What follows belongs to an exercise in optimizing a design on an open flow for small area; a production flow would make more cautious choices. At most, simulation tests tie the RTL to the original design; equivalence was not proved. No activity file was given, so power comes from the tool's default toggle rates.

Design delqa_ethmac, start of the top module:
module delqa_ethmac(
   input          clk,         
   input          rst,         
   input          rx_ena,      
   input          loop,        
   input          skipb,       
   input          tx_req,      
   input          rx_done,     
   input  [10:0]  tx_cnt,      
   output [9:0]   txb_adr,     
   input  [15:0]  txb_dat,     
   output         tx_done,     
   output         e_txen,      
   output [7:0]   e_txd,       
   input          e_rxdv,      
   input          e_rxer,      
   input  [7:0]   e_rxd,       
   output         rxb_we,      
   output [9:0]   rxb_adr,     
   output [15:0]  rxb_dat,     
   output [10:0]  rx_cnt,      
   output         rx_rdy,      
   output         rx_err,      
   output         rx_crc_err,  
   output [1:0]   sfrtyp,      
   output         mac_rdy,     
   output [47:0]  mac_data,    
   input          cmp_done,    
   input          cmp_res      
);
Size: roughly 680 cells after synthesis, roughly 160 flip-flops, ~7500 um2 of cells after synthesis.
clock: 8.0 ns
lec_check: 0
cap_margin: 20
core_margin: 2
core_utilization: 40
slew_margin: 20
standard.sh (not shown) runs the stock make flow with config.mk's settings and CLKGATE_MAP_FILE= SYNTH_SCRIPT=/design/flow/synth_recipe.tcl, a recipe that flattens the netlist after the stock synthesis.
==> flow/flow/run.sh <==
#!/bin/bash
# Standard ORFS layout (the standard.sh) with three changes:
#  - synthesis maps logic with the best of several area-oriented ABC
#    scripts (flow/synth.tcl);
#  - the port buffers that global placement inserts are the smallest buffer;
#  - clock tree synthesis uses clkbuf_8 and no dummy loads.
set -euo pipefail
here=$(pwd)
export BUFFER_PORTS_ARGS="-buffer_cell sky130_fd_sc_hd__buf_1"
export CTS_ARGS="-sink_clustering_enable -repair_clock_nets -buf_list sky130_fd_sc_hd__clkbuf_8 -dont_use_dummy_load"
bash standard.sh SYNTH_SCRIPT="$here/flow/synth.tcl" finish > standard_flow.log 2>&1
==> flow/flow/abc_b6.script <==
strash
&get -n
&st
&syn2
&dch -f
&nf -R 1000
&put
strash
&get -n
&st
&dch -f
&nf -R 1000
&put
topo
==> flow/flow/abc_b7.script <==
strash
&get -n
&st
&syn2
&dch -f
&nf -R 1000
&st
&dch -f
&put
amap
topo
==> flow/flow/abc_c1.script <==
strash
&get -n
&st
&syn2
&dch -f
&nf -R 1000
&put
strash
&get -n
&st
&dch -f
&nf -R 1000
&put
strash
&get -n
&st
&dch -f
&nf -R 1000
&put
topo
==> flow/flow/abc_c3.script <==
strash
&get -n
&st
&syn2
&dch -f
&nf -R 1000
&put
strash
&get -n
&st
&syn2
&dch -f
&nf -R 1000
&put
strash
&get -n
&st
&dch -f
&nf -R 1000
&put
topo
==> flow/flow/abc_c4.script <==
strash
&get -n
&st
&syn2
&dch -f
&nf -R 1000
&put
strash
&get -n
&st
&dch -f
&nf -R 1000
&put
strash
&get -n
&st
&dch -f
&nf -R 1000
&put
strash
&get -n
&st
&dch -f
&nf -R 1000
&put
strash
&get -n
&st
&dch -f
&nf -R 1000
&put
strash
&get -n
&st
&dch -f
&nf -R 1000
&put
topo
==> flow/flow/abc_e1.script <==
strash
&get -n
&st
&syn2
&dch -f
&nf -R 1000
&put
strash
&get -n
&st
&syn2
&dch -f
&nf -R 1000
&put
strash
&get -n
&st
&syn2
&dch -f
&nf -R 1000
&put
strash
&get -n
&st
&dch -f
&nf -R 1000
&put
topo
==> flow/flow/abc_e2.script <==
strash
&get -n
&st
&syn2
&dch -f
&nf -R 1000
&put
strash
&get -n
&st
&syn2
&dch -f
&nf -R 1000
&put
strash
&get -n
&st
&dch -f
&nf -R 1000
&put
strash
&get -n
&st
&dch -f
&nf -R 1000
&put
topo
==> flow/flow/abc_e5.script <==
strash
&get -n
&st
&syn3
&dch -f
&nf -R 1000
&put
strash
&get -n
&st
&syn2
&dch -f
&nf -R 1000
&put
strash
&get -n
&st
&dch -f
&nf -R 1000
&put
topo
==> flow/flow/abc_e6.script <==
strash
&get -n
&st
&syn2
&dch -f
&nf -R 1000
&put
strash
&get -n
&st
&syn3
&dch -f
&nf -R 1000
&put
strash
&get -n
&st
&dch -f
&nf -R 1000
&put
topo
Other scripts of this flow, unchanged in this note and not shown: flow/flow/abc_a11.script, flow/flow/abc_a13.script, flow/flow/synth.tcl
Change:
==> flow/flow/abc_a14.script (new file) <==
strash
&get -n
&st
&syn3
&dch -f
&nf -R 1000
&put
topo
==> flow/flow/abc_a15.script (new file) <==
strash
&get -n
&st
&syn2
&dch
&nf -R 1000
&put
topo
==> flow/flow/abc_a2.script (new file) <==
strash
&get -n
&st
&dch -f
&nf -R 1000
&put
topo
==> flow/flow/abc_a4.script (new file) <==
strash
dch -f
amap
topo
==> flow/flow/abc_a6.script (new file) <==
strash
&get -n
&st
&syn2
&dch -f
&nf -R 1000
&put
topo
==> flow/flow/abc_a8.script (new file) <==
strash
dc2
dch -f
amap
topo
removed: flow/flow/abc_b6.script
removed: flow/flow/abc_b7.script
removed: flow/flow/abc_c1.script
removed: flow/flow/abc_c3.script
removed: flow/flow/abc_c4.script
removed: flow/flow/abc_e1.script
removed: flow/flow/abc_e2.script
removed: flow/flow/abc_e5.script
removed: flow/flow/abc_e6.script
Outcome: The new run completed without violations. Total power goes down by 20%. Cell area goes up by 1.4%. Core utilization goes up by 0.19 points. Hold slack stays flat. Maximum frequency goes down by 15%.
Change:
--- a/flow/flow/run.sh
+++ b/flow/flow/run.sh
@@ -10 +10 @@
-export CTS_ARGS="-sink_clustering_enable -repair_clock_nets -buf_list sky130_fd_sc_hd__clkbuf_8 -dont_use_dummy_load"
+export CTS_ARGS="-sink_clustering_enable -repair_clock_nets -buf_list sky130_fd_sc_hd__clkbuf_8 -sink_clustering_size 30 -sink_buffer_max_cap_derate 1.0 -dont_use_dummy_load"
==> flow/flow/abc_b6.script (new file) <==
strash
&get -n
&st
&syn2
&dch -f
&nf -R 1000
&put
strash
&get -n
&st
&dch -f
&nf -R 1000
&put
topo
==> flow/flow/abc_b7.script (new file) <==
strash
&get -n
&st
&syn2
&dch -f
&nf -R 1000
&st
&dch -f
&put
amap
topo
==> flow/flow/abc_c1.script (new file) <==
strash
&get -n
&st
&syn2
&dch -f
&nf -R 1000
&put
strash
&get -n
&st
&dch -f
&nf -R 1000
&put
strash
&get -n
&st
&dch -f
&nf -R 1000
&put
topo
==> flow/flow/abc_c3.script (new file) <==
strash
&get -n
&st
&syn2
&dch -f
&nf -R 1000
&put
strash
&get -n
&st
&syn2
&dch -f
&nf -R 1000
&put
strash
&get -n
&st
&dch -f
&nf -R 1000
&put
topo
==> flow/flow/abc_c4.script (new file) <==
strash
&get -n
&st
&syn2
&dch -f
&nf -R 1000
&put
strash
&get -n
&st
&dch -f
&nf -R 1000
&put
strash
&get -n
&st
&dch -f
&nf -R 1000
&put
strash
&get -n
&st
&dch -f
&nf -R 1000
&put
strash
&get -n
&st
&dch -f
&nf -R 1000
&put
strash
&get -n
&st
&dch -f
&nf -R 1000
&put
topo
==> flow/flow/abc_e1.script (new file) <==
strash
&get -n
&st
&syn2
&dch -f
&nf -R 1000
&put
strash
&get -n
&st
&syn2
&dch -f
&nf -R 1000
&put
strash
&get -n
&st
&syn2
&dch -f
&nf -R 1000
&put
strash
&get -n
&st
&dch -f
&nf -R 1000
&put
topo
==> flow/flow/abc_e2.script (new file) <==
strash
&get -n
&st
&syn2
&dch -f
&nf -R 1000
&put
strash
&get -n
&st
&syn2
&dch -f
&nf -R 1000
&put
strash
&get -n
&st
&dch -f
&nf -R 1000
&put
strash
&get -n
&st
&dch -f
&nf -R 1000
&put
topo
==> flow/flow/abc_e5.script (new file) <==
strash
&get -n
&st
&syn3
&dch -f
&nf -R 1000
&put
strash
&get -n
&st
&syn2
&dch -f
&nf -R 1000
&put
strash
&get -n
&st
&dch -f
&nf -R 1000
&put
topo
==> flow/flow/abc_e6.script (new file) <==
strash
&get -n
&st
&syn2
&dch -f
&nf -R 1000
&put
strash
&get -n
&st
&syn3
&dch -f
&nf -R 1000
&put
strash
&get -n
&st
&dch -f
&nf -R 1000
&put
topo
removed: flow/flow/abc_a14.script
removed: flow/flow/abc_a15.script
removed: flow/flow/abc_a2.script
removed: flow/flow/abc_a4.script
removed: flow/flow/abc_a6.script
removed: flow/flow/abc_a8.script
Sequential share of layout area came out higher by 0.66 points. Synthesized area came out lower by 1.5%. Via count came out lower by 18%. Final area came out lower by 1.4%. Die area came out lower by 1.5%. Hold slack stays flat. Sequential cell count does not change. Clock-buffer cell count does not change. Fmax came out higher by 17%. Wire length came out lower by 12%.
Function was not checked in any run of this note: the RTL went through the layout flow alone.

---

delqa_ethmac, a different RTL version from the one above (not shown whole).
Size in the first run: about 690 cells after synthesis, roughly 170 flip-flops, ~160 I/O pins, roughly 7700 um2 of cells after synthesis.
==> flow/config.mk <==
export PLATFORM = sky130hd
export DESIGN_NAME = delqa_ethmac
export DESIGN_NICKNAME = delqa_ethmac
export VERILOG_FILES = /design/flow/design.v
export SDC_FILE = /design/flow/constraint.sdc
export NUM_CORES = 4
export LEC_CHECK = 0
export CAP_MARGIN = 20
export CORE_MARGIN = 2
export CORE_UTILIZATION = 40
export SLEW_MARGIN = 20
==> flow/constraint.sdc <==
create_clock -name core_clock -period 8.0 [get_ports {clk}]
set_input_delay 1.6000 -clock core_clock [delete_from_list [all_inputs] [get_ports {clk}]]
set_output_delay 1.6000 -clock core_clock [all_outputs]
set_load 0.01 [all_outputs]
==> flow/flow/run.sh <==
#!/bin/bash
# Standard ORFS layout (the standard.sh) with three changes:
#  - synthesis maps logic with an area-oriented ABC script (flow/synth.tcl);
#  - the port buffers that global placement inserts are the smallest buffer;
#  - clock tree synthesis uses clkbuf_8 and no dummy loads.
set -euo pipefail
here=$(pwd)
export BUFFER_PORTS_ARGS="-buffer_cell sky130_fd_sc_hd__buf_1"
export CTS_ARGS="-sink_clustering_enable -repair_clock_nets -buf_list {sky130_fd_sc_hd__clkbuf_4 sky130_fd_sc_hd__clkbuf_8} -dont_use_dummy_load"
bash standard.sh SYNTH_SCRIPT="$here/flow/synth.tcl" finish > standard_flow.log 2>&1
==> flow/flow/abc_area.script <==
strash
&get -n
&st
&dc2
&syn2
&dch -f
&nf -R 1000
&put
topo
==> flow/flow/synth.tcl <==
# The standard flow's synthesis script (synth_recipe.tcl in the work folder), with one
# change: Yosys's abc step maps the logic with flow/abc_area.script, an
# area-oriented ABC script, instead of ORFS's speed script. Registers are
# mapped before abc, so they are the same as in the standard synthesis.
set flow_dir [file dirname [file normalize [info script]]]
proc abc {args} {
  global flow_dir
  set i [lsearch -exact $args -script]
  if {$i >= 0} { lset args [expr {$i + 1}] [file join $flow_dir abc_area.script] }
  yosys abc {*}$args
}
source [file join [file dirname $flow_dir] synth_recipe.tcl]
Then changed:
==> flow/run.sh (new file) <==
#!/bin/bash
# synth_recipe.tcl (not shown) runs the flow's synth.tcl, then flattens the netlist and writes it again
# the make line also repeats each setting of config.mk as NAME=value (left out here)
make -C /OpenROAD-flow-scripts/flow DESIGN_CONFIG=/design/flow/config.mk WORK_HOME=/design/flow/orfs CLKGATE_MAP_FILE= SYNTH_SCRIPT=/design/flow/synth_recipe.tcl finish
removed: flow/flow/run.sh
removed: flow/flow/abc_area.script
removed: flow/flow/synth.tcl
removed: flow/standard.sh
Setup slack got worse by 0.53 ns. Wire length rises by about a fifth. Via count increases by roughly a tenth. Hold slack is about the same. Register-to-register slack improved by 0.53 ns. Total power rises slightly. Cell area goes up by a quarter to a third. Combinational power shrinks by roughly a tenth. Non-clock buffer count is unchanged.

## afterwards: timing with drivers on the ports
The flow's constraints put no driver on any port. The routed layouts listed below were extracted and timed again, unchanged, in two steps. Step 1: set_driving_cell puts a clkbuf_16 on clk and a buf_2 on each other input, an assumption about the parent block. Step 2, shift: input delay + t, output delay - t, t = (earliest + latest rising clock arrival at the registers) / 2. This alone moves slack from input paths to output paths. Slacks: no drivers / after step 1 / after step 2; pairs: no drivers / after step 1.
run | t (ns) | setup slack, ns | hold WS [ns] | worst setup path at the end | worst register clock-pin slew, ns
the first run of note 1 | 0.464 | 3.595 / 3.610 / 3.146 | 0.427 / 0.427 / 0.427 | input to register | 0.08 / 0.08
the second run of note 1 | 0.476 | 2.828 / 2.841 / 2.365 | 0.429 / 0.429 / 0.429 | input to register | 0.10 / 0.10
the third run of note 1 | 0.464 | 3.595 / 3.610 / 3.146 | 0.427 / 0.427 / 0.427 | input to register | 0.08 / 0.08
the first run of note 2 | 0.479 | 3.670 / 3.627 / 3.241 | 0.425 / 0.425 / 0.425 | input to register | 0.09 / 0.09
the second run of note 2 | 0.466 | 3.144 / 3.118 / 3.118 | 0.427 / 0.427 / 0.427 | input to output | 0.08 / 0.08
After both steps setup and hold are still met in every run listed. The setup slack of the second run of note 1, which loses most, moves by +0.013 ns with the drivers and by -0.463 ns with both steps.
